From an optimization exercise on the open Yosys and OpenROAD flow, aimed at small area and a short achievable clock period; shortcuts taken in it are not production practice.
No run shown here included a check of the RTL's function; only the layout flow was run.
Power figures rest on the tool's default switching activity, not on a simulated workload.

[flow/config.mk]
export PLATFORM = sky130hd
export DESIGN_NAME = fft_16
export DESIGN_NICKNAME = fft_16
export VERILOG_FILES = /design/flow/design.v
export SDC_FILE = /design/flow/constraint.sdc
export NUM_CORES = 4
export LEC_CHECK = 0
export ABC_CLOCK_PERIOD_IN_PS = 2500
export CAP_MARGIN = 20
export CORE_MARGIN = 2
export CORE_UTILIZATION = 40
export SETUP_SLACK_MARGIN = 5
export SLEW_MARGIN = 20
[flow/constraint.sdc]
create_clock -name core_clock -period 11.0 [get_ports {clk}]
set_input_delay 2.2000 -clock core_clock [delete_from_list [all_inputs] [get_ports {clk}]]
set_output_delay 2.2000 -clock core_clock [all_outputs]
set_load 0.01 [all_outputs]
[flow/design.v]
module tf_multi (
    input  signed [11:0] a,
    input  signed [11:0] b,
    input  signed [13:0] a3,       
    input  signed [13:0] b3,       
    input         [2:0]  k,
    output        [21:0] re_s,
    output        [21:0] re_c,
    output        [21:0] im_s,
    output        [21:0] im_c
);
    function [11:0] cdig(input [2:0] kk);
        case (kk)
            3'd1: cdig = {4'sd4, -4'sd2, -4'sd4};
            3'd2: cdig = {4'sd3, -4'sd1, -4'sd3};
            3'd3: cdig = {4'sd1,  4'sd4,  4'sd1};
            3'd5: cdig = {-4'sd1, -4'sd4, -4'sd2};
            3'd6: cdig = {-4'sd3, 4'sd1,  4'sd2};
            3'd7: cdig = {-4'sd4, 4'sd2,  4'sd3};
            default: cdig = 12'd0;
        endcase
    endfunction
    function [11:0] sdig(input [2:0] kk);
        case (kk)
            3'd1, 3'd7: sdig = {4'sd1, 4'sd4, 4'sd2};
            3'd2, 3'd6: sdig = {4'sd3, -4'sd1, -4'sd2};
            3'd3, 3'd5: sdig = {4'sd4, -4'sd2, -4'sd3};
            3'd4:       sdig = {4'sd4, 4'sd0, 4'sd0};
            default:    sdig = 12'd0;
        endcase
    endfunction
    function [11:0] negdig(input [11:0] d);
        negdig = {-d[11:8], -d[7:4], -d[3:0]};
    endfunction
    function [21:0] row(input signed [11:0] x, input signed [13:0] x3,
                        input [3:0] d, input integer p);
        reg [3:0] m;
        reg signed [21:0] mv;
        begin
            m = d[3] ? -d : d;
            case (m)
                4'd1: mv = x;
                4'd2: mv = x <<< 1;
                4'd3: mv = x3;
                4'd4: mv = x <<< 2;
                default: mv = 22'sd0;
            endcase
            row = d[3] ? (~mv) << p : mv << p;
        end
    endfunction
    function [21:0] corr(input [11:0] da, input [11:0] db);
        corr = (da[11] ? 22'd64 : 22'd0) + (da[7] ? 22'd8 : 22'd0) + (da[3] ? 22'd1 : 22'd0)
             + (db[11] ? 22'd64 : 22'd0) + (db[7] ? 22'd8 : 22'd0) + (db[3] ? 22'd1 : 22'd0);
    endfunction
    function [43:0] csa(input [21:0] x, input [21:0] y, input [21:0] z);
        csa = {x ^ y ^ z, ((x & y) | (x & z) | (y & z)) << 1};
    endfunction
    function [43:0] tree(input [21:0] r0, input [21:0] r1, input [21:0] r2,
                         input [21:0] r3, input [21:0] r4, input [21:0] r5,
                         input [21:0] kc);
        reg [43:0] l1a, l1b, l2, l3;
        begin
            l1a = csa(r0, r1, r2);
            l1b = csa(r3, r4, r5);
            l2  = csa(l1a[43:22], l1a[21:0], l1b[43:22]);
            l3  = csa(l2[43:22], l2[21:0], l1b[21:0]);
            tree = csa(l3[43:22], l3[21:0], kc);
        end
    endfunction
    wire [11:0] c_d  = cdig(k);
    wire [11:0] s_d  = sdig(k);
    wire [11:0] ns_d = negdig(s_d);
    wire [43:0] re_v = tree(row(a, a3, c_d[11:8], 6), row(a, a3, c_d[7:4], 3), row(a, a3, c_d[3:0], 0),
                            row(b, b3, s_d[11:8], 6), row(b, b3, s_d[7:4], 3), row(b, b3, s_d[3:0], 0),
                            corr(c_d, s_d));
    wire [43:0] im_v = tree(row(a, a3, ns_d[11:8], 6), row(a, a3, ns_d[7:4], 3), row(a, a3, ns_d[3:0], 0),
                            row(b, b3, c_d[11:8], 6), row(b, b3, c_d[7:4], 3), row(b, b3, c_d[3:0], 0),
                            corr(ns_d, c_d));
    assign re_s = re_v[43:22];
    assign re_c = re_v[21:0];
    assign im_s = im_v[43:22];
    assign im_c = im_v[21:0];
endmodule
module tf_multi2 (
    input  signed [11:0] a,
    input  signed [11:0] b,
    input  signed [12:0] u,
    input  signed [12:0] v,
    input         [1:0]  k,        
    output        [21:0] re_s,
    output        [21:0] re_c,
    output        [21:0] im_s,
    output        [21:0] im_c
);
    function [43:0] csa(input [21:0] x, input [21:0] y, input [21:0] z);
        csa = {x ^ y ^ z, ((x & y) | (x & z) | (y & z)) << 1};
    endfunction
    function [43:0] tree6(input [21:0] r0, input [21:0] r1, input [21:0] r2,
                          input [21:0] r3, input [21:0] r4, input [21:0] r5);
        reg [43:0] l1a, l1b, l2;
        begin
            l1a = csa(r0, r1, r2);
            l1b = csa(r3, r4, r5);
            l2  = csa(l1a[43:22], l1a[21:0], l1b[43:22]);
            tree6 = csa(l2[43:22], l2[21:0], l1b[21:0]);
        end
    endfunction
    wire w2 = (k == 2'd1);
    wire w4 = (k == 2'd2);
    wire w6 = (k == 2'd3);
    wire signed [21:0] xr = w6 ? v : w2 ? u : 22'sd0;
    wire signed [21:0] xi = w6 ? ~u : w2 ? v : 22'sd0;
    wire signed [21:0] nu = ~u;
    wire signed [21:0] na = ~a;
    wire signed [21:0] su = u;
    wire signed [21:0] sv = v;
    wire signed [21:0] sb = b;
    wire signed [21:0] re_r0 = w2 ? su : w6 ? (sv <<< 1) : 22'sd0;
    wire signed [21:0] re_r5 = w2 ? sb : w4 ? (sb <<< 8) : 22'sd0;
    wire signed [21:0] im_r0 = w2 ? sv : w6 ? (nu <<< 1) : 22'sd256;
    wire signed [21:0] im_r5 = w2 ? na : w4 ? (na <<< 8) : 22'sd182;
    wire [21:0] im_r2 = (xi <<< 2) | {21'd0, w2};
    wire [43:0] re_v = tree6(xr <<< 7, xr <<< 5, xr <<< 4, xr <<< 2, re_r0, re_r5);
    wire [43:0] im_v = tree6(xi <<< 7, xi <<< 5, xi <<< 4, im_r2, im_r0, im_r5);
    assign re_s = re_v[43:22];
    assign re_c = re_v[21:0];
    assign im_s = im_v[43:22];
    assign im_c = im_v[21:0];
endmodule
module fft_16 (
    input                clk,
    input                rst_n,
    input                en,
    input  signed [11:0] sin_re,
    input  signed [11:0] sin_im,
    output signed [11:0] sout_re,
    output signed [11:0] sout_im
);
    function signed [11:0] sat13(input signed [12:0] x);
        sat13 = (x[12] ^ x[11]) ? {x[12], {11{~x[12]}}} : x[11:0];
    endfunction
    function signed [11:0] sat14(input signed [13:0] x);
        sat14 = (x[13:11] == 3'b000 || x[13:11] == 3'b111) ? x[11:0]
                                                         : {x[13], {11{~x[13]}}};
    endfunction
    reg [3:0] count;
    always @(posedge clk) begin
        if (!rst_n || !en) count <= 4'd0;
        else               count <= count + 4'd1;
    end
    integer i;
    reg signed [12:0] d1r0_re, d1r0_im;           
    reg signed [11:0] d1_re [1:7];
    reg signed [11:0] d1_im [1:7];
    reg signed [13:0] s1_re, s1_im;               
    reg signed [13:0] p3_re, p3_im;               
    reg        [21:0] v1rs, v1rc, v1is, v1ic;      
    wire signed [11:0] a1_re = d1_re[7];
    wire signed [11:0] a1_im = d1_im[7];
    wire signed [12:0] add1_re = a1_re + sin_re;
    wire signed [12:0] add1_im = a1_im + sin_im;
    wire signed [12:0] sub1_re = a1_re - sin_re;
    wire signed [12:0] sub1_im = a1_im - sin_im;
    wire [21:0] t1rs, t1rc, t1is, t1ic;
    tf_multi tf1 (.a(d1_re[6]), .b(d1_im[6]), .a3(p3_re), .b3(p3_im),
                  .k(count[2:0] + 3'd1),
                  .re_s(t1rs), .re_c(t1rc), .im_s(t1is), .im_c(t1ic));
    wire [21:0] m1_re_full = v1rs + v1rc;
    wire [21:0] m1_im_full = v1is + v1ic;
    wire signed [13:0] m1_re = m1_re_full[21:8];
    wire signed [13:0] m1_im = m1_im_full[21:8];
    always @(posedge clk) begin
        v1rs <= t1rs; v1rc <= t1rc; v1is <= t1is; v1ic <= t1ic;
        if (!rst_n) begin
            d1r0_re <= 13'd0; d1r0_im <= 13'd0;
            for (i = 1; i < 8; i = i + 1) begin
                d1_re[i] <= 12'd0;
                d1_im[i] <= 12'd0;
            end
            s1_re <= 14'd0; s1_im <= 14'd0;
            p3_re <= 14'd0; p3_im <= 14'd0;
        end else begin
            d1r0_re <= count[3] ? sub1_re : {sin_re[11], sin_re};
            d1r0_im <= count[3] ? sub1_im : {sin_im[11], sin_im};
            d1_re[1] <= sat13(d1r0_re);
            d1_im[1] <= sat13(d1r0_im);
            for (i = 2; i < 8; i = i + 1) begin
                d1_re[i] <= d1_re[i-1];
                d1_im[i] <= d1_im[i-1];
            end
            p3_re <= (d1_re[5] <<< 1) + d1_re[5];
            p3_im <= (d1_im[5] <<< 1) + d1_im[5];
            s1_re <= count[3] ? add1_re : (count[2:0] == 3'd0) ? a1_re : m1_re;
            s1_im <= count[3] ? add1_im : (count[2:0] == 3'd0) ? a1_im : m1_im;
        end
    end
    wire bfly2 = (count[2:0] == 3'd0) | (count[2] & (count[1] | count[0]));
    wire signed [11:0] y1_re = sat14(s1_re);
    wire signed [11:0] y1_im = sat14(s1_im);
    reg signed [12:0] d2r0_re, d2r0_im;
    reg signed [11:0] d2_re [1:3];
    reg signed [11:0] d2_im [1:3];
    reg signed [13:0] s2_re, s2_im;
    reg signed [12:0] u2, v2;                     
    reg        [21:0] v2rs, v2rc, v2is, v2ic;
    wire signed [12:0] add2_re = d2_re[3] + y1_re;
    wire signed [12:0] add2_im = d2_im[3] + y1_im;
    wire signed [12:0] sub2_re = d2_re[3] - y1_re;
    wire signed [12:0] sub2_im = d2_im[3] - y1_im;
    wire [21:0] t2rs, t2rc, t2is, t2ic;
    tf_multi2 tf2 (.a(d2_re[2]), .b(d2_im[2]), .u(u2), .v(v2), .k(count[1:0]),
                   .re_s(t2rs), .re_c(t2rc), .im_s(t2is), .im_c(t2ic));
    wire [21:0] m2_re_full = v2rs + v2rc;
    wire [21:0] m2_im_full = v2is + v2ic;
    wire signed [13:0] m2_re = m2_re_full[21:8];
    wire signed [13:0] m2_im = m2_im_full[21:8];
    always @(posedge clk) begin
        v2rs <= t2rs; v2rc <= t2rc; v2is <= t2is; v2ic <= t2ic;
        if (!rst_n) begin
            d2r0_re <= 13'd0; d2r0_im <= 13'd0;
            for (i = 1; i < 4; i = i + 1) begin
                d2_re[i] <= 12'd0;
                d2_im[i] <= 12'd0;
            end
            s2_re <= 14'd0; s2_im <= 14'd0;
            u2 <= 13'd0; v2 <= 13'd0;
        end else begin
            d2r0_re <= bfly2 ? sub2_re : {y1_re[11], y1_re};
            d2r0_im <= bfly2 ? sub2_im : {y1_im[11], y1_im};
            d2_re[1] <= sat13(d2r0_re);
            d2_im[1] <= sat13(d2r0_im);
            d2_re[2] <= d2_re[1]; d2_im[2] <= d2_im[1];
            d2_re[3] <= d2_re[2]; d2_im[3] <= d2_im[2];
            u2 <= d2_re[1] + d2_im[1];
            v2 <= d2_im[1] - d2_re[1];
            s2_re <= bfly2 ? add2_re : (count[1:0] == 2'd1) ? d2_re[3] : m2_re;
            s2_im <= bfly2 ? add2_im : (count[1:0] == 2'd1) ? d2_im[3] : m2_im;
        end
    end
    wire signed [11:0] y2_re = sat14(s2_re);
    wire signed [11:0] y2_im = sat14(s2_im);
    reg signed [12:0] d3r0_re, d3r0_im;
    reg signed [11:0] d3_re, d3_im;
    reg signed [12:0] s3_re, s3_im;
    wire signed [12:0] add3_re = d3_re + y2_re;
    wire signed [12:0] add3_im = d3_im + y2_im;
    wire signed [12:0] sub3_re = d3_re - y2_re;
    wire signed [12:0] sub3_im = d3_im - y2_im;
    wire signed [12:0] neg3_re = -d3_re;
    always @(posedge clk) begin
        if (!rst_n) begin
            d3r0_re <= 13'd0; d3r0_im <= 13'd0;
            d3_re <= 12'd0;   d3_im <= 12'd0;
            s3_re <= 13'd0;   s3_im <= 13'd0;
        end else begin
            d3r0_re <= count[1] ? {y2_re[11], y2_re} : sub3_re;
            d3r0_im <= count[1] ? {y2_im[11], y2_im} : sub3_im;
            d3_re <= sat13(d3r0_re);
            d3_im <= sat13(d3r0_im);
            s3_re <= ~count[1] ? add3_re : count[0] ? {d3_im[11], d3_im} : {d3_re[11], d3_re};
            s3_im <= ~count[1] ? add3_im : count[0] ? neg3_re : {d3_im[11], d3_im};
        end
    end
    wire signed [11:0] y3_re = sat13(s3_re);
    wire signed [11:0] y3_im = sat13(s3_im);
    reg signed [12:0] d4r_re, d4r_im;
    reg signed [11:0] s4_re, s4_im;
    wire signed [11:0] a4_re = sat13(d4r_re);
    wire signed [11:0] a4_im = sat13(d4r_im);
    wire signed [12:0] add4_re = a4_re + y3_re;
    wire signed [12:0] add4_im = a4_im + y3_im;
    wire signed [12:0] sub4_re = a4_re - y3_re;
    wire signed [12:0] sub4_im = a4_im - y3_im;
    always @(posedge clk) begin
        if (!rst_n) begin
            d4r_re <= 13'd0; d4r_im <= 13'd0;
            s4_re <= 12'd0;  s4_im <= 12'd0;
        end else begin
            d4r_re <= count[0] ? {y3_re[11], y3_re} : sub4_re;
            d4r_im <= count[0] ? {y3_im[11], y3_im} : sub4_im;
            s4_re <= count[0] ? a4_re : sat13(add4_re);
            s4_im <= count[0] ? a4_im : sat13(add4_im);
        end
    end
    assign sout_re = s4_re;
    assign sout_im = s4_im;
endmodule
[flow/run.sh]
#!/bin/bash
# synth_recipe.tcl (not shown) runs the flow's synth.tcl, then flattens the netlist and writes it again
# the make line also repeats each setting of config.mk as NAME=value (left out here)
make -C /OpenROAD-flow-scripts/flow DESIGN_CONFIG=/design/flow/config.mk WORK_HOME=/design/flow/orfs CLKGATE_MAP_FILE= SYNTH_SCRIPT=/design/flow/synth_recipe.tcl finish
==> results of run 1 <==
[cell usage after synthesis, drive strengths merged, types with 14 or more instances]
library cell	number	area [um2]
o211ai	20	150.1
nor2b	54	337.8
xor2	58	508.0
xnor2	275	2409
nand3	44	220.2
or3	39	244.0
a21o	44	330.3
and3	38	237.7
o21a	47	352.8
o21ai	236	1185
fa	259	5185
nand2b	46	287.8
a22oi	58	435.4
a222oi	66	660.6
ha	428	5355
and2	195	1220
clkbuf	293	1100
buf	65	267.8
a22o	16	140.1
nand2	516	1937
dfxtp	689	13790
a21oi	544	2723
a211oi	49	367.9
inv	506	1899
mux2i	39	390.4
nor3	83	437.9
o21bai	41	307.8
nor2	530	1992
a31oi	45	281.5
a221oi	26	227.7
o31ai	14	105.1
[kinds of logic after synthesis]
family                   count (synthesis)  share of synthesized area (%)
AO/OA/AOI/OAI                         1331                          17.92
XOR/XNOR                               333                          6.231
adder cells (fa/ha/maj)                689                          22.56
buffers and inverters                  868                          7.023
flip-flops                             689                          29.47
multiplexers                            51                          1.123
AND/OR/NAND/NOR                       1604                          15.67
[flip-flops by register name, summed over array words and instances, names as in the netlist, 19 cells and up]
register,cells
d2_im,36
d1_re,82
d1_im,82
v1rs,21
v2rc,20
v2ic,20
v1is,21
v1ic,21
v2is,19
v1rc,21
v2rs,19
d2_re,36
[where the power goes]
part | switching [mW] | internal [mW] | total, mW | leakage, nW
clock network | 1.15 | 1.62 | 2.76 | 1.33
registers | 0.485 | 3.17 | 3.66 | 5.67
logic | 4.04 | 2.87 | 6.91 | 15.5
total | 5.67 | 7.66 | 13.3 | 22.5
[final timing paths]
check | to | slack, ns | cells after the start
min reg2reg | d1_im[5][4] | 0.43 | 1
min | d1_im[5][4] | 0.43 | 1
max reg2reg | v1is[6] | 5.17 | 21
max | v1is[6] | 5.17 | 21
[layout make-up]
cell class / instances / area, um2 / area share [%]
Inverter: 510 / 1942 / 3.763
Tap cell: 1524 / 1907 / 3.695
Timing Repair Buffer: 118 / 1191 / 2.308
Clock buffer: 106 / 2232 / 4.326
Multi-Input combinational cell: 4009 / 30000 / 58.15
Antenna cell: 1 / 2.502 / 0.004850
Sequential cell: 689 / 13800 / 26.74
Clock inverter: 41 / 521.8 / 1.011
[metrics by stage]
step / instances / power, mW / util (%) / instance area [um2]
4_1_cts: 6986 / 13.38 / 44.21 / 51310
3_3_place_gp: 6829 / 10.39 / 41.62 / 48300
5_1_grt: 6997 / 14.49 / 44.46 / 51600
2_1_floorplan: 5565 / 8.797 / - / 46800
6_report: 6998 / 13.33 / 44.46 / 51600
3_5_place_dp: 6829 / 10.52 / 41.63 / 48310
[layer usage]
metal  GRT usage (%)  routed length (um)
met4           7.976                4878
met2           35.63               61110
met1           30.56               61080
met5               0                   0
met3           3.524                9969
[worst max-delay path: cells and delay by family (launching register included)]
| kind | cells | cell delay [ns] |
|---|---|---|
| buf+inv | 7 | 1.15 |
| flops | 1 | 0.38 |
| fa+ha+maj | 7 | 2.78 |
| xor+xnor | 1 | 0.18 |
| simple gates | 4 | 0.60 |
| compound gates | 2 | 0.53 |
[timing repair]
| action | 4_1_cts | 5_1_grt |
|---|---|---|
| setup endpoints to repair | 76 | 55 |
| pin swaps | 5 | 6 |
| resized for setup | 34 | 26 |
| buffers inserted | 10 | 7 |
| cloned | 0 | 4 |
==> results.cfg, run 1 <==
[synthesis]
synth-seq-area-share_pct = 29.47
syn-cell-area_um2 = 46800
synth-seq-cells = 689
post_synth_inst_count = 5565
synth-warning-count = 11
synth-async-reset-ratio_pct = 0
synthFlopType = sky130_fd_sc_hd__dfxtp_1
avgSynthCellArea_um2 = 8.410
synth-edff-count = 0
synthesis.nets = 6279
post_synth_num_cell_types = 80

[cells_and_area]
syn_to_final_growth_pct = 10.25
fillers = 11295
layout_commonest_cell = sky130_fd_sc_hd__dfxtp_1
share_of_cells_above_drive_strength_1_pct = 5.262
final_cell_mix = sky130_fd_sc_hd__dfxtp_1, sky130_fd_sc_hd__a21oi_1, sky130_fd_sc_hd__nor2_1, sky130_fd_sc_hd__nand2_1, sky130_fd_sc_hd__inv_1
layout.nets = 6123

[detailed_routing]
detail_route.drc_violations = 0
wl_mm = 137.0
vias = 37960
drtIter0Drc = 3782
average_wire_per_cell_in_the_routed_design_um = 19.58
drt_pre_antenna_iters = 10
final_antenna_net_count = 0
via_per_inst = 5.424

[cts]
cts_max_level = 3
clk_latency_ns = 0.68
numClockSinks = 689
cts-hold-fix-buffers = 0
clock_path_buffers = 3
cts_made_buffers = 81
cts.root.buffer_cell = sky130_fd_sc_hd__clkbuf_16
cts_tree = built
clock_transition_at_the_registers_of_the_reported_paths_ns = 0.06

[sta]
final.hold.worst_slack_ns = 0.4270
finalWorstSetupSlack_ns = 5.171
final.setup.tns_ns = 0
maxSlewHeadroom_pct = 22.73
post_route_clock_period_utilization_pct = 52.99
report.final.hold_viol_count = 0
rsz0062_at_grt = false
peak_clock_frequency_supported_by_timing_ghz = 0.1715
shortest_clock_period_the_worst_path_allows_after_layout_ns = 5.829
timing_max_transition_violations_final = 0
fin_skew_ns = 0.03155
setup_viol_count_final = 0
worst-slew-pin-transition_ns = 1.155

[pwr]
power.static_leakage_nw = 22.51
vdd_ir_drop_max_v = 0.0001410
power_density_nw_per_um2 = 258.4

[worst_setup_path]
critPathMaxFanout = 39
critPathKind = reg -> reg
reg2reg_from = count[1]
critical_path_arrival_ns = 6.36
timing.critical_path.cells = buf_12 > ha_2 > ha_4 > nand2b_1 > nand2_1 > buf_6 > nor2_4 > buf_12 > clkinvlp_4 > ha_4 > clkinvlp_4 > a2111oi_4 > buf_4 > a222oi_1 > nor2_1 > xnor2_1 > fa_1 > fa_1 > inv_1 > fa_1 > fa_1
worstSetupStartpointType = flop
cp_slowest_cell = sky130_fd_sc_hd__fa_1
worst-endpoint-required_ns = 11.53
crit_path_end_kind = flop
critical-path-max-stage-delay_ns = 0.49
timing.critical_path.from = count[1]
most_repeated_library_cell_on_the_critical_path = sky130_fd_sc_hd__fa_1

[status]
status = timing/DRC/antenna clean

[run]
drv.max_cap_violation_count = 0

[placed_design]
place.gp.congestion = 0.9228
dp_worst_setup_slack_ns = 2.540
dpl.hpwl_mm = 99.45
io_buffer_count = 50

[die]
row_count = 125
core-area_um2 = 116000
floorplan.die_area_um2 = 119800
fp.dieW_um = 346.1
io-pin-count = 51
effective_utilization_at_floorplan_pct = 40.33
die_y_um = 346.1

[global_route]
antenna_found_initial = 12
grt_start_max_net_pins = 125
grt_pass1_vias = 36336
globalRoute.totalOverflow = 0
grt_first_pass_wirelength_mm = 211.6
grt.total_usage_pct = 22.34

[min_path]
worst_hold_path_type = reg -> reg
timing.hold.worst.start = d1_im[4][4]
==> inputs of run 2 (changes only) <==
--- a/flow/config.mk
+++ b/flow/config.mk
@@ -7,3 +7,2 @@
 export LEC_CHECK = 0
-export ABC_CLOCK_PERIOD_IN_PS = 2500
 export CAP_MARGIN = 20
@@ -11,3 +10,2 @@
 export CORE_UTILIZATION = 40
-export SETUP_SLACK_MARGIN = 5
 export SLEW_MARGIN = 20
==> run 2 against run 1 <==
Against the previous run:
- still clean
- first-iteration DRC count shrank 13%
- combinational power down 1%
- utilization is 0.30 points lower
- worst setup slack got worse by 2.5 ns
- final cell count shrank 0.33%
- maximum frequency down 30%
- power increased by 0.62%
- count of clock-buffer cells in the layout is 2 lower
- critical endpoint is now v1is[16]
- largest cell class unchanged
- highest routed layer is now met5
==> results.cfg, run 2 <==
[cts]
cts.root.buffer_cell = sky130_fd_sc_hd__clkbuf_16
cts_resized = 0
cts_made_buffers = 80
clk_latency_ns = 0.68
cts_max_level = 3
cts_tree = built
cts-hold-fix-buffers = 0
numClockSinks = 689
clock_transition_at_the_registers_of_the_reported_paths_ns = 0.07
clock_path_buffers = 3
post_cts.repair.setup_buffers = 0

[synthesis]
synthFlopType = sky130_fd_sc_hd__dfxtp_1
synth-edff-count = 0
synthesis.nets = 6279
synth-seq-cells = 689
avgSynthCellArea_um2 = 8.410
synth-seq-area-share_pct = 29.47
synth_top_area_cell = sky130_fd_sc_hd__dfxtp_1
post_synth_inst_count = 5565
synth-warning-count = 11
synth_largest_type_area_fraction_pct = 29.47
post_synth_num_cell_types = 80
synth_top_cells_by_area = sky130_fd_sc_hd__dfxtp_1, sky130_fd_sc_hd__ha_1, sky130_fd_sc_hd__fa_1
synthTopCellsByCount = sky130_fd_sc_hd__dfxtp_1, sky130_fd_sc_hd__a21oi_1, sky130_fd_sc_hd__nor2_1, sky130_fd_sc_hd__nand2_1, sky130_fd_sc_hd__inv_1
synth-async-reset-ratio_pct = 0
yosysMostFrequentCell = sky130_fd_sc_hd__dfxtp_1
syn-cell-area_um2 = 46800

[worst_setup_path]
worstSetupStartpointType = flop
timing.critical_path.from = count[0]
critical_path_arrival_ns = 8.85
crit_path_end_kind = flop
reg2reg_depth = 20
critPathKind = reg -> reg
reg2reg_from = count[0]
worst-endpoint-required_ns = 11.55
setup.worst_path.end = v1is[16]
r2r-end = v1is[16]
r2r_slack_ns = 2.70
critPathMaxFanout = 39

[sta]
setup_viol_count_final = 0
timing_max_transition_violations_final = 0
fin_skew_ns = 0.05196
final.setup.tns_ns = 0
finalWorstSetupSlack_ns = 2.696
worst-slew-pin-transition_ns = 1.099
report.final.hold_viol_count = 0
rsz0062_at_grt = false
post_route_clock_period_utilization_pct = 75.49
peak_clock_frequency_supported_by_timing_ghz = 0.1204
shortest_clock_period_the_worst_path_allows_after_layout_ns = 8.304
maxSlewHeadroom_pct = 26.71

[pwr]
power_density_nw_per_um2 = 261.7
vdd_ir_drop_max_v = 0.0001556
power.static_leakage_nw = 22.43

[placed_design]
place.gp.congestion = 0.9255
io_buffer_count = 50
dpl.hpwl_mm = 100.4
dp_worst_setup_slack_ns = 2.486

[cells_and_area]
share_of_cells_above_drive_strength_1_pct = 4.661
final_util_pct = 44.17
layout_commonest_cell = sky130_fd_sc_hd__dfxtp_1
layout_top_registers = d1_im (82), d1_re (82)
fillers = 11370
final_cell_mix = sky130_fd_sc_hd__dfxtp_1, sky130_fd_sc_hd__a21oi_1, sky130_fd_sc_hd__nor2_1, sky130_fd_sc_hd__nand2_1, sky130_fd_sc_hd__inv_1
syn_to_final_growth_pct = 9.514
layout.nets = 6102

[status]
status = timing/DRC/antenna clean

[detailed_routing]
vias = 37618
final_antenna_net_count = 0
detail_route.drc_violations = 0
wl_mm = 134.5
drt_pre_antenna_iters = 13
drtIter0Drc = 3297
via_per_inst = 5.393
average_wire_per_cell_in_the_routed_design_um = 19.29

[die]
floorplan.die_area_um2 = 119800
die_y_um = 346.1
row_count = 125
effective_utilization_at_floorplan_pct = 40.33
core-area_um2 = 116000
io-pin-count = 51
fp.dieW_um = 346.1

[global_route]
antenna_found_initial = 14
grt_start_max_net_pins = 100
globalRoute.totalOverflow = 0
grt.total_usage_pct = 22.23
grt_first_pass_wirelength_mm = 210.3
grt_pass1_vias = 36205

[min_path]
worst_hold_path_type = reg -> reg

[run]
drv.max_cap_violation_count = 0
run 2: cell counts after synthesis:
Identical to the previous run, type by type.
run 2: worst min path at each step:
| stage | from | end | slack [ns] | cells after the start |
|---|---|---|---|---|
| finish | d1_im[4][2] | d1_im[5][2] | 0.43 | 1 |
| detailed placement | d1_re[4][10] | d1_re[5][10] | 0.42 | 1 |
| global route | d1_im[3][5] | d1_im[4][5] | 0.44 | 1 |
| floorplan | d1_im[1][0] | d1_im[2][0] | 0.41 | 1 |
| global placement | d1_re[2][6] | d1_re[3][6] | 0.41 | 1 |
| CTS | d1_re[4][10] | d1_re[5][10] | 0.43 | 1 |
run 2: cell type report:
cell class	count	area, um2	share of cell area [%]
multi-input cells	4008	29830	58.20
flip-flops and latches	689	13800	26.92
clock buffers	104	2262	4.413
inverters	510	1927	3.759
well taps	1524	1907	3.720
repair buffers	99	869.6	1.697
clock inverters	39	653.1	1.274
diodes	2	5.005	0.009764
run 2: layer usage:
metal	global-route usage [%]	share of wire, %
met1	30.13	45
met3	3.808	6.9
met5	0	0.015
met2	35.82	45
met4	7.343	3.2
run 2: stage by stage:
stage,hold WS (ns),instances,power (mW),cell area (um2)
4_1_cts,0.4295,6973,13.47,51220
2_1_floorplan,0.4119,5565,8.797,46800
3_3_place_gp,0.4129,6830,10.38,48310
5_1_grt,0.4411,6973,14.58,51250
6_report,0.4300,6975,13.41,51260
3_5_place_dp,0.4169,6830,10.48,48310
run 2: cell families (layout without fill, tap and decap cells):
logic type,Yosys count,after routing,synth area share [%]
AOI/OAI and AO/OA,1331,1331,17.92
buffers and inverters,868,752,7.023
other,0,2,0
and+or+nand+nor,1604,1604,15.67
muxes,51,51,1.123
DFF,689,689,29.47
adders and majority gates,689,689,22.56
xor gates and xnor gates,333,333,6.231
run 2: power by group:
group | switching (mW) | total, mW | internal, mW
sequential | 0.497 | 3.67 | 3.17
combinational | 3.98 | 6.83 | 2.85
clock | 1.14 | 2.92 | 1.77
run 2: worst max-delay path, stage by stage, from the launching register on:
cell and delay [ns]:
sky130_fd_sc_hd__dfxtp_4 0.35, sky130_fd_sc_hd__clkinv_1 0.63, sky130_fd_sc_hd__ha_1 0.66, sky130_fd_sc_hd__nand2_1 0.12
sky130_fd_sc_hd__nand2_1 0.06, sky130_fd_sc_hd__buf_4 0.25, sky130_fd_sc_hd__nor2_2 0.12, sky130_fd_sc_hd__buf_4 0.35
sky130_fd_sc_hd__inv_1 0.39, sky130_fd_sc_hd__ha_1 1.06, sky130_fd_sc_hd__inv_1 0.63, sky130_fd_sc_hd__a2111oi_4 0.81
sky130_fd_sc_hd__o21ai_1 0.25, sky130_fd_sc_hd__xnor2_1 0.47, sky130_fd_sc_hd__inv_2 0.12, sky130_fd_sc_hd__fa_1 0.50
sky130_fd_sc_hd__inv_1 0.05, sky130_fd_sc_hd__fa_1 0.47, sky130_fd_sc_hd__inv_1 0.06, sky130_fd_sc_hd__fa_1 0.48
sky130_fd_sc_hd__ha_1 0.29
==> inputs of run 3 (changes only) <==
--- a/flow/design.v
+++ b/flow/design.v
@@ -5,3 +5,3 @@
     input  signed [13:0] b3,       
-    input         [2:0]  k,
+    input         [47:0] sel,      
     output        [21:0] re_s,
@@ -11,85 +11,18 @@
 );
-    function [11:0] cdig(input [2:0] kk);
-        case (kk)
-            3'd1: cdig = {4'sd4, -4'sd2, -4'sd4};
-            3'd2: cdig = {4'sd3, -4'sd1, -4'sd3};
-            3'd3: cdig = {4'sd1,  4'sd4,  4'sd1};
-            3'd5: cdig = {-4'sd1, -4'sd4, -4'sd2};
-            3'd6: cdig = {-4'sd3, 4'sd1,  4'sd2};
-            3'd7: cdig = {-4'sd4, 4'sd2,  4'sd3};
-            default: cdig = 12'd0;
-        endcase
-    endfunction
-    function [11:0] sdig(input [2:0] kk);
-        case (kk)
-            3'd1, 3'd7: sdig = {4'sd1, 4'sd4, 4'sd2};
-            3'd2, 3'd6: sdig = {4'sd3, -4'sd1, -4'sd2};
-            3'd3, 3'd5: sdig = {4'sd4, -4'sd2, -4'sd3};
-            3'd4:       sdig = {4'sd4, 4'sd0, 4'sd0};
-            default:    sdig = 12'd0;
-        endcase
-    endfunction
-    function [11:0] negdig(input [11:0] d);
-        negdig = {-d[11:8], -d[7:4], -d[3:0]};
-    endfunction
+    wire [4:0] c6 = sel[47:43], c3 = sel[42:38], c0 = sel[37:33];
+    wire [4:0] s6 = sel[32:28], s3 = sel[27:23], s0 = sel[22:18];
+    wire [2:0] ns = sel[17:15];
+    wire [2:0] k_ra6 = sel[14:12], k_rb6 = sel[11:9], k_ib6 = sel[8:6],
+               k_ia3 = sel[5:3],   k_ib3 = sel[2:0];
     function [21:0] row(input signed [11:0] x, input signed [13:0] x3,
-                        input [3:0] d, input integer p);
-        reg [3:0] m;
-        reg signed [21:0] mv;
+                        input [3:0] m, input neg, input integer p, input [2:0] kc);
+        reg signed [21:0] mv, xs, x3s;
         begin
-            m = d[3] ? -d : d;
-            case (m)
-                4'd1: mv = x;
-                4'd2: mv = x <<< 1;
-                4'd3: mv = x3;
-                4'd4: mv = x <<< 2;
-                default: mv = 22'sd0;
-            endcase
-            row = d[3] ? (~mv) << p : mv << p;
-        end
-    endfunction
-    function [21:0] corr(input [11:0] da, input [11:0] db);
-        corr = (da[11] ? 22'd64 : 22'd0) + (da[7] ? 22'd8 : 22'd0) + (da[3] ? 22'd1 : 22'd0)
-             + (db[11] ? 22'd64 : 22'd0) + (db[7] ? 22'd8 : 22'd0) + (db[3] ? 22'd1 : 22'd0);
-    endfunction
-    function [43:0] csa(input [21:0] x, input [21:0] y, input [21:0] z);
-        csa = {x ^ y ^ z, ((x & y) | (x & z) | (y & z)) << 1};
-    endfunction
-    function [43:0] tree(input [21:0] r0, input [21:0] r1, input [21:0] r2,
-                         input [21:0] r3, input [21:0] r4, input [21:0] r5,
-                         input [21:0] kc);
-        reg [43:0] l1a, l1b, l2, l3;
-        begin
-            l1a = csa(r0, r1, r2);
-            l1b = csa(r3, r4, r5);
-            l2  = csa(l1a[43:22], l1a[21:0], l1b[43:22]);
-            l3  = csa(l2[43:22], l2[21:0], l1b[21:0]);
-            tree = csa(l3[43:22], l3[21:0], kc);
-        end
-    endfunction
-    wire [11:0] c_d  = cdig(k);
-    wire [11:0] s_d  = sdig(k);
-    wire [11:0] ns_d = negdig(s_d);
-    wire [43:0] re_v = tree(row(a, a3, c_d[11:8], 6), row(a, a3, c_d[7:4], 3), row(a, a3, c_d[3:0], 0),
-                            row(b, b3, s_d[11:8], 6), row(b, b3, s_d[7:4], 3), row(b, b3, s_d[3:0], 0),
-                            corr(c_d, s_d));
-    wire [43:0] im_v = tree(row(a, a3, ns_d[11:8], 6), row(a, a3, ns_d[7:4], 3), row(a, a3, ns_d[3:0], 0),
-                            row(b, b3, c_d[11:8], 6), row(b, b3, c_d[7:4], 3), row(b, b3, c_d[3:0], 0),
-                            corr(ns_d, c_d));
-    assign re_s = re_v[43:22];
-    assign re_c = re_v[21:0];
-    assign im_s = im_v[43:22];
-    assign im_c = im_v[21:0];
-endmodule
-module tf_multi2 (
-    input  signed [11:0] a,
-    input  signed [11:0] b,
-    input  signed [12:0] u,
-    input  signed [12:0] v,
-    input         [1:0]  k,        
-    output        [21:0] re_s,
-    output        [21:0] re_c,
-    output        [21:0] im_s,
-    output        [21:0] im_c
-);
+            xs = x;
+            x3s = x3;
+            mv = ({22{m[0]}} & xs) | ({22{m[1]}} & (xs << 1))
+               | ({22{m[2]}} & x3s) | ({22{m[3]}} & (xs << 2));
+            row = neg ? ~(mv << p) : ((mv << p) | kc);
+        end
+    endfunction
     function [43:0] csa(input [21:0] x, input [21:0] y, input [21:0] z);
@@ -107,5 +40,68 @@
     endfunction
-    wire w2 = (k == 2'd1);
-    wire w4 = (k == 2'd2);
-    wire w6 = (k == 2'd3);
+    wire [43:0] re_v = tree6(row(a, a3, c6[3:0], c6[4], 6, k_ra6),
+                             row(a, a3, c3[3:0], c3[4], 3, 3'd0),
+                             row(a, a3, c0[3:0], c0[4], 0, 3'd0),
+                             row(b, b3, s6[3:0], s6[4], 6, k_rb6),
+                             row(b, b3, s3[3:0], s3[4], 3, 3'd0),
+                             row(b, b3, s0[3:0], s0[4], 0, 3'd0));
+    wire [43:0] im_v = tree6(row(a, a3, s6[3:0], ns[2], 6, 3'd0),
+                             row(a, a3, s3[3:0], ns[1], 3, k_ia3),
+                             row(a, a3, s0[3:0], ns[0], 0, 3'd0),
+                             row(b, b3, c6[3:0], c6[4], 6, k_ib6),
+                             row(b, b3, c3[3:0], c3[4], 3, k_ib3),
+                             row(b, b3, c0[3:0], c0[4], 0, 3'd0));
+    assign re_s = re_v[43:22];
+    assign re_c = re_v[21:0];
+    assign im_s = im_v[43:22];
+    assign im_c = im_v[21:0];
+endmodule
+module tf_dec (
+    input  [2:0]  k,
+    output [47:0] sel
+);
+    function [4:0] dg(input integer d);
+        dg = {d < 0, (d == 4 || d == -4), (d == 3 || d == -3),
+              (d == 2 || d == -2), (d == 1 || d == -1)};
+    endfunction
+    reg [47:0] t;
+    always @(*) begin
+        case (k)
+            3'd1: t = {dg( 4), dg(-2), dg(-4), dg(1), dg( 4), dg( 2), 3'b111, 3'd2, 3'd0, 3'd5, 3'd0, 3'd0};
+            3'd2: t = {dg( 3), dg(-1), dg(-3), dg(3), dg(-1), dg(-2), 3'b100, 3'd4, 3'd0, 3'd3, 3'd0, 3'd0};
+            3'd3: t = {dg( 1), dg( 4), dg( 1), dg(4), dg(-2), dg(-3), 3'b100, 3'd2, 3'd0, 3'd1, 3'd0, 3'd0};
+            3'd4: t = {dg( 0), dg( 0), dg( 0), dg(4), dg( 0), dg( 0), 3'b100, 3'd0, 3'd0, 3'd1, 3'd0, 3'd0};
+            3'd5: t = {dg(-1), dg(-4), dg(-2), dg(4), dg(-2), dg(-3), 3'b100, 3'd0, 3'd5, 3'd0, 3'd4, 3'd0};
+            3'd6: t = {dg(-3), dg( 1), dg( 2), dg(3), dg(-1), dg(-2), 3'b100, 3'd0, 3'd3, 3'd0, 3'd2, 3'd0};
+            3'd7: t = {dg(-4), dg( 2), dg( 3), dg(1), dg( 4), dg( 2), 3'b111, 3'd0, 3'd1, 3'd0, 3'd0, 3'd4};
+            default: t = 48'd0;
+        endcase
+    end
+    assign sel = t;
+endmodule
+module tf_multi2 (
+    input  signed [11:0] a,
+    input  signed [11:0] b,
+    input  signed [12:0] u,
+    input  signed [12:0] v,
+    input                w2,       
+    input                w4,
+    input                w6,
+    output        [21:0] re_s,
+    output        [21:0] re_c,
+    output        [21:0] im_s,
+    output        [21:0] im_c
+);
+    function [43:0] csa(input [21:0] x, input [21:0] y, input [21:0] z);
+        csa = {x ^ y ^ z, ((x & y) | (x & z) | (y & z)) << 1};
+    endfunction
+    function [43:0] tree6(input [21:0] r0, input [21:0] r1, input [21:0] r2,
+                          input [21:0] r3, input [21:0] r4, input [21:0] r5);
+        reg [43:0] l1a, l1b, l2;
+        begin
+            l1a = csa(r0, r1, r2);
+            l1b = csa(r3, r4, r5);
+            l2  = csa(l1a[43:22], l1a[21:0], l1b[43:22]);
+            tree6 = csa(l2[43:22], l2[21:0], l1b[21:0]);
+        end
+    endfunction
     wire signed [21:0] xr = w6 ? v : w2 ? u : 22'sd0;
@@ -146,5 +142,13 @@
     reg [3:0] count;
-    always @(posedge clk) begin
-        if (!rst_n || !en) count <= 4'd0;
-        else               count <= count + 4'd1;
+    wire [3:0] count_n = (!rst_n || !en) ? 4'd0 : count + 4'd1;
+    always @(posedge clk) count <= count_n;
+    wire [47:0] sel1_n;
+    tf_dec dec1 (.k(count_n[2:0] + 3'd1), .sel(sel1_n));
+    reg [47:0] sel1;
+    reg w2r, w4r, w6r;
+    always @(posedge clk) begin
+        sel1 <= sel1_n;
+        w2r <= (count_n[1:0] == 2'd1);
+        w4r <= (count_n[1:0] == 2'd2);
+        w6r <= (count_n[1:0] == 2'd3);
     end
@@ -165,3 +169,3 @@
     tf_multi tf1 (.a(d1_re[6]), .b(d1_im[6]), .a3(p3_re), .b3(p3_im),
-                  .k(count[2:0] + 3'd1),
+                  .sel(sel1),
                   .re_s(t1rs), .re_c(t1rc), .im_s(t1is), .im_c(t1ic));
@@ -210,3 +214,4 @@
     wire [21:0] t2rs, t2rc, t2is, t2ic;
-    tf_multi2 tf2 (.a(d2_re[2]), .b(d2_im[2]), .u(u2), .v(v2), .k(count[1:0]),
+    tf_multi2 tf2 (.a(d2_re[2]), .b(d2_im[2]), .u(u2), .v(v2),
+                   .w2(w2r), .w4(w4r), .w6(w6r),
                    .re_s(t2rs), .re_c(t2rc), .im_s(t2is), .im_c(t2ic));
--- a/flow/config.mk
+++ b/flow/config.mk
@@ -7,2 +7,3 @@
 export LEC_CHECK = 0
+export ABC_CLOCK_PERIOD_IN_PS = 2500
 export CAP_MARGIN = 20
@@ -10,2 +11,3 @@
 export CORE_UTILIZATION = 40
+export SETUP_SLACK_MARGIN = 5
 export SLEW_MARGIN = 20
==> run 3 against run 2 <==
Against the previous run:
- clock skew shrank 0.029 ns
- utilization shrank 0.051 points
- non-clock buffer count shrank 15
- maximum frequency grew 80%
- sequential share of layout area grew 2.1 points
- register-to-register slack gained 3.7 ns
- final area shrank 4.9%
- worst hold slack lost 0.011 ns
- largest power group unchanged
- highest routed layer is now met4
==> results.cfg, run 3 <==
[synthesis]
syn-cell-area_um2 = 44480
synth_largest_type_area_fraction_pct = 31.78
avgSynthCellArea_um2 = 8.953
synth-edff-count = 0
post_synth_inst_count = 4968
synth-async-reset-ratio_pct = 0
synth_top_area_cell = sky130_fd_sc_hd__dfxtp_1
synthFlopType = sky130_fd_sc_hd__dfxtp_1
synthesis.nets = 5625
yosysMostFrequentCell = sky130_fd_sc_hd__dfxtp_1
synth-seq-area-share_pct = 31.78
synth-warning-count = 12
synth_top_cells_by_area = sky130_fd_sc_hd__dfxtp_1, sky130_fd_sc_hd__fa_1, sky130_fd_sc_hd__ha_1
synthTopCellsByCount = sky130_fd_sc_hd__dfxtp_1, sky130_fd_sc_hd__inv_1, sky130_fd_sc_hd__a21oi_1, sky130_fd_sc_hd__ha_1, sky130_fd_sc_hd__nor2_1
synth-seq-cells = 706
post_synth_num_cell_types = 82

[detailed_routing]
via_per_inst = 5.294
final_antenna_net_count = 0
drtIter0Drc = 2731
wl_mm = 119.8
detail_route.drc_violations = 0
drt_pre_antenna_iters = 11
average_wire_per_cell_in_the_routed_design_um = 18.72
vias = 33864

[sta]
post_route_clock_period_utilization_pct = 41.90
maxSlewHeadroom_pct = 31.27
final.hold.worst_slack_ns = 0.4189
final.setup.tns_ns = 0
finalWorstSetupSlack_ns = 6.391
fin_skew_ns = 0.02313
shortest_clock_period_the_worst_path_allows_after_layout_ns = 4.609
timing_max_transition_violations_final = 0
setup_viol_count_final = 0
worst-slew-pin-transition_ns = 1.024
peak_clock_frequency_supported_by_timing_ghz = 0.2170
rsz0062_at_grt = false
report.final.hold_viol_count = 0

[worst_setup_path]
critPathKind = in -> reg
worst-endpoint-required_ns = 11.58
crit_path_end_kind = flop
worstSetupStartpointType = input pin
critical_path_arrival_ns = 5.19
critPathMaxFanout = 6
reg2reg_depth = 17

[die]
floorplan.die_area_um2 = 113900
die_y_um = 337.5
fp.dieW_um = 337.5
io-pin-count = 51
effective_utilization_at_floorplan_pct = 40.24
row_count = 122
core-area_um2 = 110500

[cts]
cts_max_level = 3
cts_made_buffers = 77
clock_transition_at_the_registers_of_the_reported_paths_ns = 0.06
post_cts.repair.setup_buffers = 0
clock_path_buffers = 3
clk_latency_ns = 0.66
cts_resized = 0
cts.root.buffer_cell = sky130_fd_sc_hd__clkbuf_16
cts-hold-fix-buffers = 0
cts_tree = built
numClockSinks = 706

[global_route]
grt_start_max_net_pins = 145
grt_first_pass_wirelength_mm = 187.5
globalRoute.totalOverflow = 0
grt.total_usage_pct = 20.98
antenna_found_initial = 2
grt_pass1_vias = 33025

[cells_and_area]
final_cell_mix = sky130_fd_sc_hd__dfxtp_1, sky130_fd_sc_hd__inv_1, sky130_fd_sc_hd__a21oi_1, sky130_fd_sc_hd__ha_1, sky130_fd_sc_hd__nor2_1
syn_to_final_growth_pct = 9.624
share_of_cells_above_drive_strength_1_pct = 4.462
multi_input_area_um2 = 27340
regArea_um2 = 14150
layout.nets = 5505
fillers = 10842
layout_top_registers = d1_im (82), d1_re (82)
layout_commonest_cell = sky130_fd_sc_hd__dfxtp_1
final-instance-count-excl-fill = 6397
post-route-cell-area_um2 = 48760

[status]
status = timing/DRC/antenna clean

[pwr]
vdd_ir_drop_max_v = 0.0002285
power_density_nw_per_um2 = 284.0
power.static_leakage_nw = 21.45

[placed_design]
dpl.hpwl_mm = 87.70
place.gp.congestion = 0.9280
dp_worst_setup_slack_ns = 5.731
dpl-instance-area_um2 = 46070
dpl.cell_count = 6257
io_buffer_count = 50

[min_path]
min_path_cells = 1
worst_hold_path_type = reg -> reg

[run]
drv.max_cap_violation_count = 0
## run 3: changes by cell type in the layout (fill, tap and decap cells not counted), sizes merged, moves of 20 or more
cell	change
o31ai	+21
o21a	-20
xnor2	-29
nor2	-170
a211oi	+32
a21oi	-159
nand2	-179
nor3	-21
ha	-64
xor2	+56
## run 3: cells by family after synthesis
| group | share of synthesized area, % |
|---|---|
| AOI/OAI and AO/OA | 17.79 |
| DFF | 31.78 |
| and+or+nand+nor | 12.83 |
| muxes | 1.345 |
| adders and majority gates | 22.39 |
| buffers and inverters | 6.777 |
| xor gates and xnor gates | 7.089 |
## run 3: final timing paths
kind               startpoint     endpoint  slack, ns
setup / recovery    sin_re[2]  d1r0_re[12]       6.39
hold / removal    d1_re[4][9]  d1_re[5][9]       0.42
setup reg to reg    s1_im[13]    s2_im[10]       6.42
hold reg to reg   d1_re[4][9]  d1_re[5][9]       0.42
## run 3: final cells by class
class | count | area share, %
diodes | 1 | 0.005132
multi-input cells | 3461 | 56.07
well taps | 1488 | 3.819
inverters | 518 | 4.003
repair buffers | 84 | 1.583
clock buffers | 102 | 4.329
flip-flops and latches | 706 | 29.02
clock inverters | 37 | 1.165
## run 3: where the power goes
group | total, mW | internal (mW) | switching, mW
sequential | 3.69 | 3.22 | 0.465
clock | 2.77 | 1.65 | 1.13
combinational | 7.38 | 3.07 | 4.31
total | 13.8 | 7.94 | 5.91
## run 3: critical path: stages
cell,delay [ns]
sky130_fd_sc_hd__clkdlybuf4s50_1,0.52
sky130_fd_sc_hd__inv_1,0.06
sky130_fd_sc_hd__ha_1,0.37
sky130_fd_sc_hd__nor2b_1,0.18
sky130_fd_sc_hd__o21ai_0,0.22
sky130_fd_sc_hd__a21oi_1,0.12
sky130_fd_sc_hd__o21ai_0,0.22
sky130_fd_sc_hd__a21oi_1,0.15
sky130_fd_sc_hd__o21ai_0,0.26
sky130_fd_sc_hd__a21oi_1,0.12
sky130_fd_sc_hd__or4b_2,0.61
sky130_fd_sc_hd__a31oi_1,0.17
## run 3: per-stage QoR
step | total power, mW | util (%)
detailed placement | 11.08 | 41.68
CTS | 13.93 | 44.11
global placement | 10.98 | 41.68
global route | 15.04 | 44.12
floorplan | 9.253 | -
finish | 13.85 | 44.12
## run 3: layer usage
metal	up-vias	track usage [%]	share of wire, %
met5	-	0	0
met4	0	6.865	3.2
met3	214	2.920	5.2
met2	858	34.44	46
met1	16266	28.39	46
li1	16526	-	-
==> inputs of run 4 (changes only) <==
==> flow/flow/run.sh (new file) <==
#!/bin/bash
set -euo pipefail
export SETUP_SLACK_MARGIN=7
bash standard.sh > make_standard.log 2>&1
==> flow/standard.sh (new file) <==
#!/bin/bash
# synth_recipe.tcl (not shown) runs the flow's synth.tcl, then flattens the netlist and writes it again
# the make line also repeats each setting of config.mk as NAME=value (left out here)
make -C /OpenROAD-flow-scripts/flow DESIGN_CONFIG=/design/flow/config.mk WORK_HOME=/design/flow/orfs CLKGATE_MAP_FILE= SYNTH_SCRIPT=/design/flow/synth_recipe.tcl "${@:-finish}"
--- a/flow/config.mk
+++ b/flow/config.mk
@@ -11,3 +11,2 @@
 export CORE_UTILIZATION = 40
-export SETUP_SLACK_MARGIN = 5
 export SLEW_MARGIN = 20
removed: flow/run.sh
==> run 4 against run 3 <==
Against the previous run:
- count of clock-buffer cells in the layout grew 7
- final area is 1.0% higher
- non-clock buffer count up 18
- via count up 0.68%
- clock power is 4% lower
- clock skew increased by 0.012 ns
- area after synthesis is the same
- combinational power up 3%
- power rose by 0.56%
- sequential power is essentially flat
- first-iteration DRC count down 5.2%
- critical endpoint unchanged
- largest power group unchanged
- highest routed layer unchanged
==> results.cfg, run 4 <==
[status]
status = timing/DRC/antenna clean

[global_route]
global_route.usage.met1_pct = 28.58
groute.layer.met2.usage_pct = 34.31
antenna_found_initial = 3
gr-max-usage-layer = met2
groute.layer.met3.usage_pct = 2.960
grt_pass1_vias = 33595
grt_start_max_net_pins = 104
grt_first_pass_wirelength_mm = 189.8
globalRoute.totalOverflow = 0
grt.total_usage_pct = 21.15

[sta]
setup_viol_count_final = 0
worst-slew-pin-transition_ns = 0.9475
finalWorstSetupSlack_ns = 7.068
fin_skew_ns = 0.03526
shortest_clock_period_the_worst_path_allows_after_layout_ns = 3.932
peak_clock_frequency_supported_by_timing_ghz = 0.2543
report.final.hold_viol_count = 0
maxSlewHeadroom_pct = 36.84
timing_max_transition_violations_final = 0
post_route_clock_period_utilization_pct = 35.74
final.hold.worst_slack_ns = 0.4280
rsz0062_at_grt = true
final.setup.tns_ns = 0

[cts]
clock_path_buffers = 3
cts_max_level = 3
cts_tree = built
clk_latency_ns = 0.66
numClockSinks = 706
clock_transition_at_the_registers_of_the_reported_paths_ns = 0.06
cts_made_buffers = 77
cts.root.buffer_cell = sky130_fd_sc_hd__clkbuf_16

[synthesis]
syn-cell-area_um2 = 44480
synthesis.nets = 5625
avgSynthCellArea_um2 = 8.953
synth-seq-area-share_pct = 31.78
synth_top_area_cell = sky130_fd_sc_hd__dfxtp_1
post_synth_num_cell_types = 82
synth-edff-count = 0
synth_top_cells_by_area = sky130_fd_sc_hd__dfxtp_1, sky130_fd_sc_hd__fa_1, sky130_fd_sc_hd__ha_1
yosysMostFrequentCell = sky130_fd_sc_hd__dfxtp_1
synth_largest_type_area_fraction_pct = 31.78
synth-async-reset-ratio_pct = 0
synth-seq-cells = 706
synthTopCellsByCount = sky130_fd_sc_hd__dfxtp_1, sky130_fd_sc_hd__inv_1, sky130_fd_sc_hd__a21oi_1, sky130_fd_sc_hd__ha_1, sky130_fd_sc_hd__nor2_1
synth-warning-count = 12
synthFlopType = sky130_fd_sc_hd__dfxtp_1
post_synth_inst_count = 4968

[placed_design]
place.gp.congestion = 0.8890
dpl.cell_count = 6258
dp_worst_setup_slack_ns = 6.046
io_buffer_count = 50
dpl.hpwl_mm = 87.81
dpl-instance-area_um2 = 46160

[worst_setup_path]
crit_family = compound AO/OA/AOI/OAI gates
r2r-end = s2_im[10]
reg2reg_from = s1_im[13]
critPathKind = in -> reg
crit_path_end_kind = flop
r2r_slack_ns = 7.14
timing.critical_path.from = sin_re[3]
critPathMaxFanout = 6
worst-endpoint-required_ns = 11.58
timing.critical_path.cells = clkdlybuf4s50_1 > inv_1 > ha_4 > o21ai_2 > a21oi_1 > o21ai_1 > a21oi_2 > o21ai_1 > a21oi_1 > or4b_4 > a31oi_1
critical-path-max-stage-delay_ns = 0.51
critPathBufInv = 2
worstSetupStartpointType = input pin
reg2reg_depth = 17
critical_path_arrival_ns = 4.51
cp_slowest_cell = sky130_fd_sc_hd__clkdlybuf4s50_1

[detailed_routing]
vias = 34094
average_wire_per_cell_in_the_routed_design_um = 18.90
drt_pre_antenna_iters = 9
detail_route.drc_violations = 0
final_antenna_net_count = 0
wl_mm = 121.3
drtIter0Drc = 2588
via_per_inst = 5.313

[die]
effective_utilization_at_floorplan_pct = 40.24
core-area_um2 = 110500
row_count = 122
die_y_um = 337.5
fp.dieW_um = 337.5
floorplan.die_area_um2 = 113900
io-pin-count = 51

[cells_and_area]
fillers = 10853
layout_top_registers = d1_im (82), d1_re (82)
final-instance-count-excl-fill = 6417
layout.nets = 5525
final_cell_mix = sky130_fd_sc_hd__dfxtp_1, sky130_fd_sc_hd__inv_1, sky130_fd_sc_hd__a21oi_1, sky130_fd_sc_hd__nor2_1, sky130_fd_sc_hd__ha_1
final_util_pct = 44.58
share_of_cells_above_drive_strength_1_pct = 6.452
syn_to_final_growth_pct = 10.77
post-route-cell-area_um2 = 49270
n_antenna_cell = 0
layout_commonest_cell = sky130_fd_sc_hd__dfxtp_1

[min_path]
min_path_cells = 1
min_delay_worst_endpoint = d1_im[5][9]
worst_hold_path_type = reg -> reg
timing.hold.worst.start = d1_im[4][9]

[pwr]
finalPower_mw = 13.93
power.static_leakage_nw = 21.60
vdd_ir_drop_max_v = 0.0001811
power_density_nw_per_um2 = 282.7

[run]
drv.max_cap_violation_count = 0
==> run 4: cell type report <==
cell class	instances	area [um2]	area share [%]
clock buffers	109	2240	4.546
repair buffers	102	923.4	1.874
flip-flops and latches	706	14160	28.74
well taps	1488	1862	3.779
clock inverters	31	345.3	0.7010
inverters	518	1957	3.972
multi-input cells	3463	27780	56.38
==> run 4: kinds of logic (layout without fill, tap and decap cells) <==
logic type                 Yosys count  in the layout  synth area share (%)
and+or+nand+nor                   1204           1204                 12.83
AOI/OAI and AO/OA                 1201           1203                 17.79
DFF                                706            706                 31.78
xor gates and xnor gates           360            360                 7.089
adders and majority gates          638            638                 22.39
buffers and inverters              801            760                 6.777
muxes                               58             58                 1.345
==> run 4: routing by layer <==
layer  vias up  share of wire (%)
met5         -                  0
met4         0                3.7
met3       241                5.5
met2       917                 45
met1     16354                 46
li1      16582                  -
==> run 4: how the worst max path moves through the flow <==
stage / to / cells past startpoint / slack [ns]
after detailed placement: s1_im[13] / 13 / 6.05
after global routing: s2_im[10] / 17 / 6.85
after floorplan: d1r0_im[10] / 11 / 6.92
final: d1r0_re[12] / 11 / 7.07
after global placement: d1r0_im[11] / 12 / 6.07
after CTS: s3_im[10] / 6 / 6.85
==> run 4: what timing repair did <==
item                       CTS  global route
gates resized for setup     35            71
hold buffers                 0             0
cloned                       1             1
setup endpoints to repair   98           128
pin swaps                    8            17
buffers inserted             6            11
==> run 4: where the power goes <==
group | total (mW) | internal (mW) | switching, mW
Clock | 2.65 | 1.53 | 1.12
Combinational | 7.57 | 3.18 | 4.39
Sequential | 3.70 | 3.23 | 0.475
==> inputs of run 5 (changes only) <==
--- a/flow/design.v
+++ b/flow/design.v
@@ -155,2 +155,9 @@
     integer i;
+    reg [2:0] age;
+    always @(posedge clk) begin
+        if (!rst_n)          age <= 3'd0;
+        else if (age != 3'd6) age <= age + 3'd1;
+    end
+    wire ok1 = (age == 3'd6);      
+    wire ok2 = (age >= 3'd2);      
     reg signed [12:0] d1r0_re, d1r0_im;           
@@ -161,4 +168,4 @@
     reg        [21:0] v1rs, v1rc, v1is, v1ic;      
-    wire signed [11:0] a1_re = d1_re[7];
-    wire signed [11:0] a1_im = d1_im[7];
+    wire signed [11:0] a1_re = ok1 ? d1_re[7] : 12'sd0;
+    wire signed [11:0] a1_im = ok1 ? d1_im[7] : 12'sd0;
     wire signed [12:0] add1_re = a1_re + sin_re;
@@ -177,10 +184,12 @@
         v1rs <= t1rs; v1rc <= t1rc; v1is <= t1is; v1ic <= t1ic;
+        for (i = 2; i < 8; i = i + 1) begin
+            d1_re[i] <= d1_re[i-1];
+            d1_im[i] <= d1_im[i-1];
+        end
+        p3_re <= (d1_re[5] <<< 1) + d1_re[5];
+        p3_im <= (d1_im[5] <<< 1) + d1_im[5];
         if (!rst_n) begin
             d1r0_re <= 13'd0; d1r0_im <= 13'd0;
-            for (i = 1; i < 8; i = i + 1) begin
-                d1_re[i] <= 12'd0;
-                d1_im[i] <= 12'd0;
-            end
+            d1_re[1] <= 12'd0; d1_im[1] <= 12'd0;
             s1_re <= 14'd0; s1_im <= 14'd0;
-            p3_re <= 14'd0; p3_im <= 14'd0;
         end else begin
@@ -190,10 +199,4 @@
             d1_im[1] <= sat13(d1r0_im);
-            for (i = 2; i < 8; i = i + 1) begin
-                d1_re[i] <= d1_re[i-1];
-                d1_im[i] <= d1_im[i-1];
-            end
-            p3_re <= (d1_re[5] <<< 1) + d1_re[5];
-            p3_im <= (d1_im[5] <<< 1) + d1_im[5];
-            s1_re <= count[3] ? add1_re : (count[2:0] == 3'd0) ? a1_re : m1_re;
-            s1_im <= count[3] ? add1_im : (count[2:0] == 3'd0) ? a1_im : m1_im;
+            s1_re <= count[3] ? add1_re : (count[2:0] == 3'd0) ? a1_re : ok1 ? m1_re : 14'sd0;
+            s1_im <= count[3] ? add1_im : (count[2:0] == 3'd0) ? a1_im : ok1 ? m1_im : 14'sd0;
         end
@@ -209,6 +212,8 @@
     reg        [21:0] v2rs, v2rc, v2is, v2ic;
-    wire signed [12:0] add2_re = d2_re[3] + y1_re;
-    wire signed [12:0] add2_im = d2_im[3] + y1_im;
-    wire signed [12:0] sub2_re = d2_re[3] - y1_re;
-    wire signed [12:0] sub2_im = d2_im[3] - y1_im;
+    wire signed [11:0] a2_re = ok2 ? d2_re[3] : 12'sd0;
+    wire signed [11:0] a2_im = ok2 ? d2_im[3] : 12'sd0;
+    wire signed [12:0] add2_re = a2_re + y1_re;
+    wire signed [12:0] add2_im = a2_im + y1_im;
+    wire signed [12:0] sub2_re = a2_re - y1_re;
+    wire signed [12:0] sub2_im = a2_im - y1_im;
     wire [21:0] t2rs, t2rc, t2is, t2ic;
@@ -223,10 +228,10 @@
         v2rs <= t2rs; v2rc <= t2rc; v2is <= t2is; v2ic <= t2ic;
+        d2_re[2] <= d2_re[1]; d2_im[2] <= d2_im[1];
+        d2_re[3] <= d2_re[2]; d2_im[3] <= d2_im[2];
+        u2 <= d2_re[1] + d2_im[1];
+        v2 <= d2_im[1] - d2_re[1];
         if (!rst_n) begin
             d2r0_re <= 13'd0; d2r0_im <= 13'd0;
-            for (i = 1; i < 4; i = i + 1) begin
-                d2_re[i] <= 12'd0;
-                d2_im[i] <= 12'd0;
-            end
+            d2_re[1] <= 12'd0; d2_im[1] <= 12'd0;
             s2_re <= 14'd0; s2_im <= 14'd0;
-            u2 <= 13'd0; v2 <= 13'd0;
         end else begin
@@ -236,8 +241,4 @@
             d2_im[1] <= sat13(d2r0_im);
-            d2_re[2] <= d2_re[1]; d2_im[2] <= d2_im[1];
-            d2_re[3] <= d2_re[2]; d2_im[3] <= d2_im[2];
-            u2 <= d2_re[1] + d2_im[1];
-            v2 <= d2_im[1] - d2_re[1];
-            s2_re <= bfly2 ? add2_re : (count[1:0] == 2'd1) ? d2_re[3] : m2_re;
-            s2_im <= bfly2 ? add2_im : (count[1:0] == 2'd1) ? d2_im[3] : m2_im;
+            s2_re <= bfly2 ? add2_re : (count[1:0] == 2'd1) ? a2_re : ok2 ? m2_re : 14'sd0;
+            s2_im <= bfly2 ? add2_im : (count[1:0] == 2'd1) ? a2_im : ok2 ? m2_im : 14'sd0;
         end
==> flow/flow/run.sh (replaced) <==
#!/bin/bash
set -euo pipefail
export SETUP_SLACK_MARGIN=7.5
bash standard.sh > make_standard.log 2>&1
==> run 5 against run 4 <==
Against the previous run:
- clock skew fell by 0.0093 ns
- worst hold slack got worse by 0.11 ns
- via count rose by 2.3%
- critical path depth rose by 2
- critical path type unchanged
- synthesized cell count fell by 0.79%
- register-to-register slack improved by 0.19 ns
- largest cell class unchanged
- maximum frequency rose by 1.8%
- die area fell by 0.28%
- still clean
==> results.cfg, run 5 <==
[status]
status = timing/DRC/antenna clean

[detailed_routing]
detail_route.drc_violations = 0
drt_pre_antenna_iters = 10
wl_mm = 127.9
via_per_inst = 5.389
vias = 34878
final_antenna_net_count = 0
drtIter0Drc = 3019
average_wire_per_cell_in_the_routed_design_um = 19.76

[global_route]
grt_first_pass_wirelength_mm = 196.6
grt_pass1_vias = 33982
globalRoute.totalOverflow = 0
antenna_found_initial = 4
grt_start_max_net_pins = 98
grt.total_usage_pct = 22.24

[worst_setup_path]
crit_path_end_kind = flop
critPathKind = in -> reg
worst-endpoint-required_ns = 11.61
worstSetupStartpointType = input pin
critical_path_arrival_ns = 4.48
critPathMaxFanout = 5

[synthesis]
avgSynthCellArea_um2 = 8.998
synth-edff-count = 0
synth-seq-area-share_pct = 32.00
yosysMostFrequentCell = sky130_fd_sc_hd__dfxtp_1
post_synth_inst_count = 4929
synthTopCellsByCount = sky130_fd_sc_hd__dfxtp_1, sky130_fd_sc_hd__inv_1, sky130_fd_sc_hd__nor2_1, sky130_fd_sc_hd__nand2_1, sky130_fd_sc_hd__a21oi_1
synthesis.nets = 5572
synth-warning-count = 12
synth_top_cells_by_area = sky130_fd_sc_hd__dfxtp_1, sky130_fd_sc_hd__fa_1, sky130_fd_sc_hd__ha_1
synth-async-reset-ratio_pct = 0
synthFlopType = sky130_fd_sc_hd__dfxtp_1
syn-cell-area_um2 = 44350
synth_largest_type_area_fraction_pct = 32.00
post_synth_num_cell_types = 105
synth_top_area_cell = sky130_fd_sc_hd__dfxtp_1
synth-seq-cells = 709

[cells_and_area]
layout_commonest_cell = sky130_fd_sc_hd__dfxtp_1
final_util_pct = 46.22
share_of_cells_above_drive_strength_1_pct = 11.78
final_cell_mix = sky130_fd_sc_hd__dfxtp_1, sky130_fd_sc_hd__inv_1, sky130_fd_sc_hd__nor2_1, sky130_fd_sc_hd__nand2_1, sky130_fd_sc_hd__a21oi_1
final-instance-count-excl-fill = 6472
layout_top_registers = d1_im (83), d1_re (83)
post-route-cell-area_um2 = 51010
syn_to_final_growth_pct = 15.02
layout.nets = 5562

[die]
io-pin-count = 51
floorplan.die_area_um2 = 113600
row_count = 122
die_y_um = 337.0
effective_utilization_at_floorplan_pct = 40.19
fp.dieW_um = 337.0
core-area_um2 = 110400

[placed_design]
dpl-instance-area_um2 = 46150
dpl.cell_count = 6227
place.gp.congestion = 0.9299
dpl.hpwl_mm = 92.99
io_buffer_count = 50
dp_worst_setup_slack_ns = 5.801

[sta]
peak_clock_frequency_supported_by_timing_ghz = 0.2588
rsz0062_at_grt = true
report.final.hold_viol_count = 0
finalWorstSetupSlack_ns = 7.136
maxSlewHeadroom_pct = 27.61
worst-slew-pin-transition_ns = 1.074
setup_viol_count_final = 0
final.setup.tns_ns = 0
shortest_clock_period_the_worst_path_allows_after_layout_ns = 3.864
post_route_clock_period_utilization_pct = 35.13
timing_max_transition_violations_final = 0
fin_skew_ns = 0.02595
final.hold.worst_slack_ns = 0.3165

[cts]
cts_made_buffers = 81
cts_max_level = 3
cts.root.buffer_cell = sky130_fd_sc_hd__clkbuf_16
clk_latency_ns = 0.68
clock_path_buffers = 3
cts_tree = built
numClockSinks = 709
cts-hold-fix-buffers = 0
clock_transition_at_the_registers_of_the_reported_paths_ns = 0.07

[pwr]
finalPower_mw = 13.44
vdd_ir_drop_max_v = 0.0001689
power.static_leakage_nw = 22.19
power_density_nw_per_um2 = 263.5

[run]
drv.max_cap_violation_count = 0

[min_path]
worst_hold_path_type = reg -> reg
run 5: cell count changes after synthesis, moves of 16 or more:
cell	delta
sky130_fd_sc_hd__o22ai_1	+21
sky130_fd_sc_hd__clkbuf_1	-19
sky130_fd_sc_hd__nand2_1	+35
sky130_fd_sc_hd__and2_1	-153
sky130_fd_sc_hd__nand3_1	+16
sky130_fd_sc_hd__xnor2_1	+20
sky130_fd_sc_hd__a211oi_1	-25
sky130_fd_sc_hd__nor2_1	+19
run 5: area by class of cell:
cell class | count | area (um2)
sequential | 709 | 14250
clock inverter | 36 | 521.8
timing repair buffer | 185 | 1792
antenna | 3 | 7.507
multi-input combinational | 3429 | 28300
fill | 10521 | 59350
clock buffer | 109 | 2312
tap | 1488 | 1862
inverter | 513 | 1968
run 5: critical path, cell delays in order:
cell and delay, ns:
sky130_fd_sc_hd__buf_8 0.09, sky130_fd_sc_hd__ha_4 0.13, sky130_fd_sc_hd__inv_2 0.04, sky130_fd_sc_hd__fa_2 0.37
sky130_fd_sc_hd__a31oi_1 0.15, sky130_fd_sc_hd__o22ai_1 0.08, sky130_fd_sc_hd__a32oi_1 0.24, sky130_fd_sc_hd__maj3_2 0.28
sky130_fd_sc_hd__o21ai_4 0.07, sky130_fd_sc_hd__a211oi_2 0.27, sky130_fd_sc_hd__nor2_1 0.06, sky130_fd_sc_hd__or4_1 0.40
sky130_fd_sc_hd__o21ai_1 0.08
run 5: logic make-up after synthesis:
| logic type | Yosys count | share of synthesized area, % |
|---|---|---|
| AO/OA/AOI/OAI | 1223 | 18.50 |
| XOR/XNOR | 384 | 7.600 |
| adder cells (fa/ha/maj) | 631 | 22.24 |
| buffers and inverters | 792 | 6.822 |
| flip-flops | 709 | 32.00 |
| multiplexers | 58 | 1.340 |
| AND/OR/NAND/NOR | 1132 | 11.50 |
run 5: routing by layer:
layer	global-route usage [%]	wire (um)
met5	0	13
met4	8.824	5117
met3	3.123	7458
met2	35.98	58450
met1	29.91	56870
run 5: repair_timing:
action | in CTS | in global routing
pin swaps | 79 | 78
resized for setup | 201 | 176
hold endpoints to repair | 0 | 0
gates cloned | 4 | 0
setup buffers | 57 | 36
endpoints found under the setup margin | 329 | 218
run 5: power by group:
group | internal, mW | total [mW] | switching, mW
clock | 1.66 | 2.83 | 1.17
sequential | 3.28 | 3.86 | 0.578
combinational | 2.89 | 6.74 | 3.85
total | 7.84 | 13.4 | 5.60
run 5: worst paths after layout:
check                           depth (start not counted)         start  slack [ns]           end
worst max-delay path                                   13     sin_re[0]        7.14   d1r0_re[12]
worst max register to register                         18        age[0]        7.33   d1r0_im[10]
worst min-delay path                                    0  d1_re[4][10]        0.32  d1_re[5][10]
worst min register to register                          0  d1_re[4][10]        0.32  d1_re[5][10]

-- separate check: timing with driven ports --
No port has a modelled driver above. Below, the same layouts with a new extraction and two added sets of constraints. Step 1 assumes that a clkbuf_16 drives the clock port and a buf_2 every other input. Step 2 also shifts input and output timing later by t, the mid clock arrival at the registers, as if the neighbouring blocks saw the same clock. Slacks: ideal / step 1 / step 2; pairs: ideal / step 1.
run	t, ns	setup WS [ns]
run 1	0.739	5.171 / 5.171 / 5.171
run 2	0.726	2.696 / 2.696 / 2.696
run 3	0.724	6.391 / 6.423 / 5.716
run 4	0.716	7.068 / 7.094 / 6.378
run 5	0.736	7.136 / 7.063 / 6.328
After both steps setup and hold are still met in every run listed.
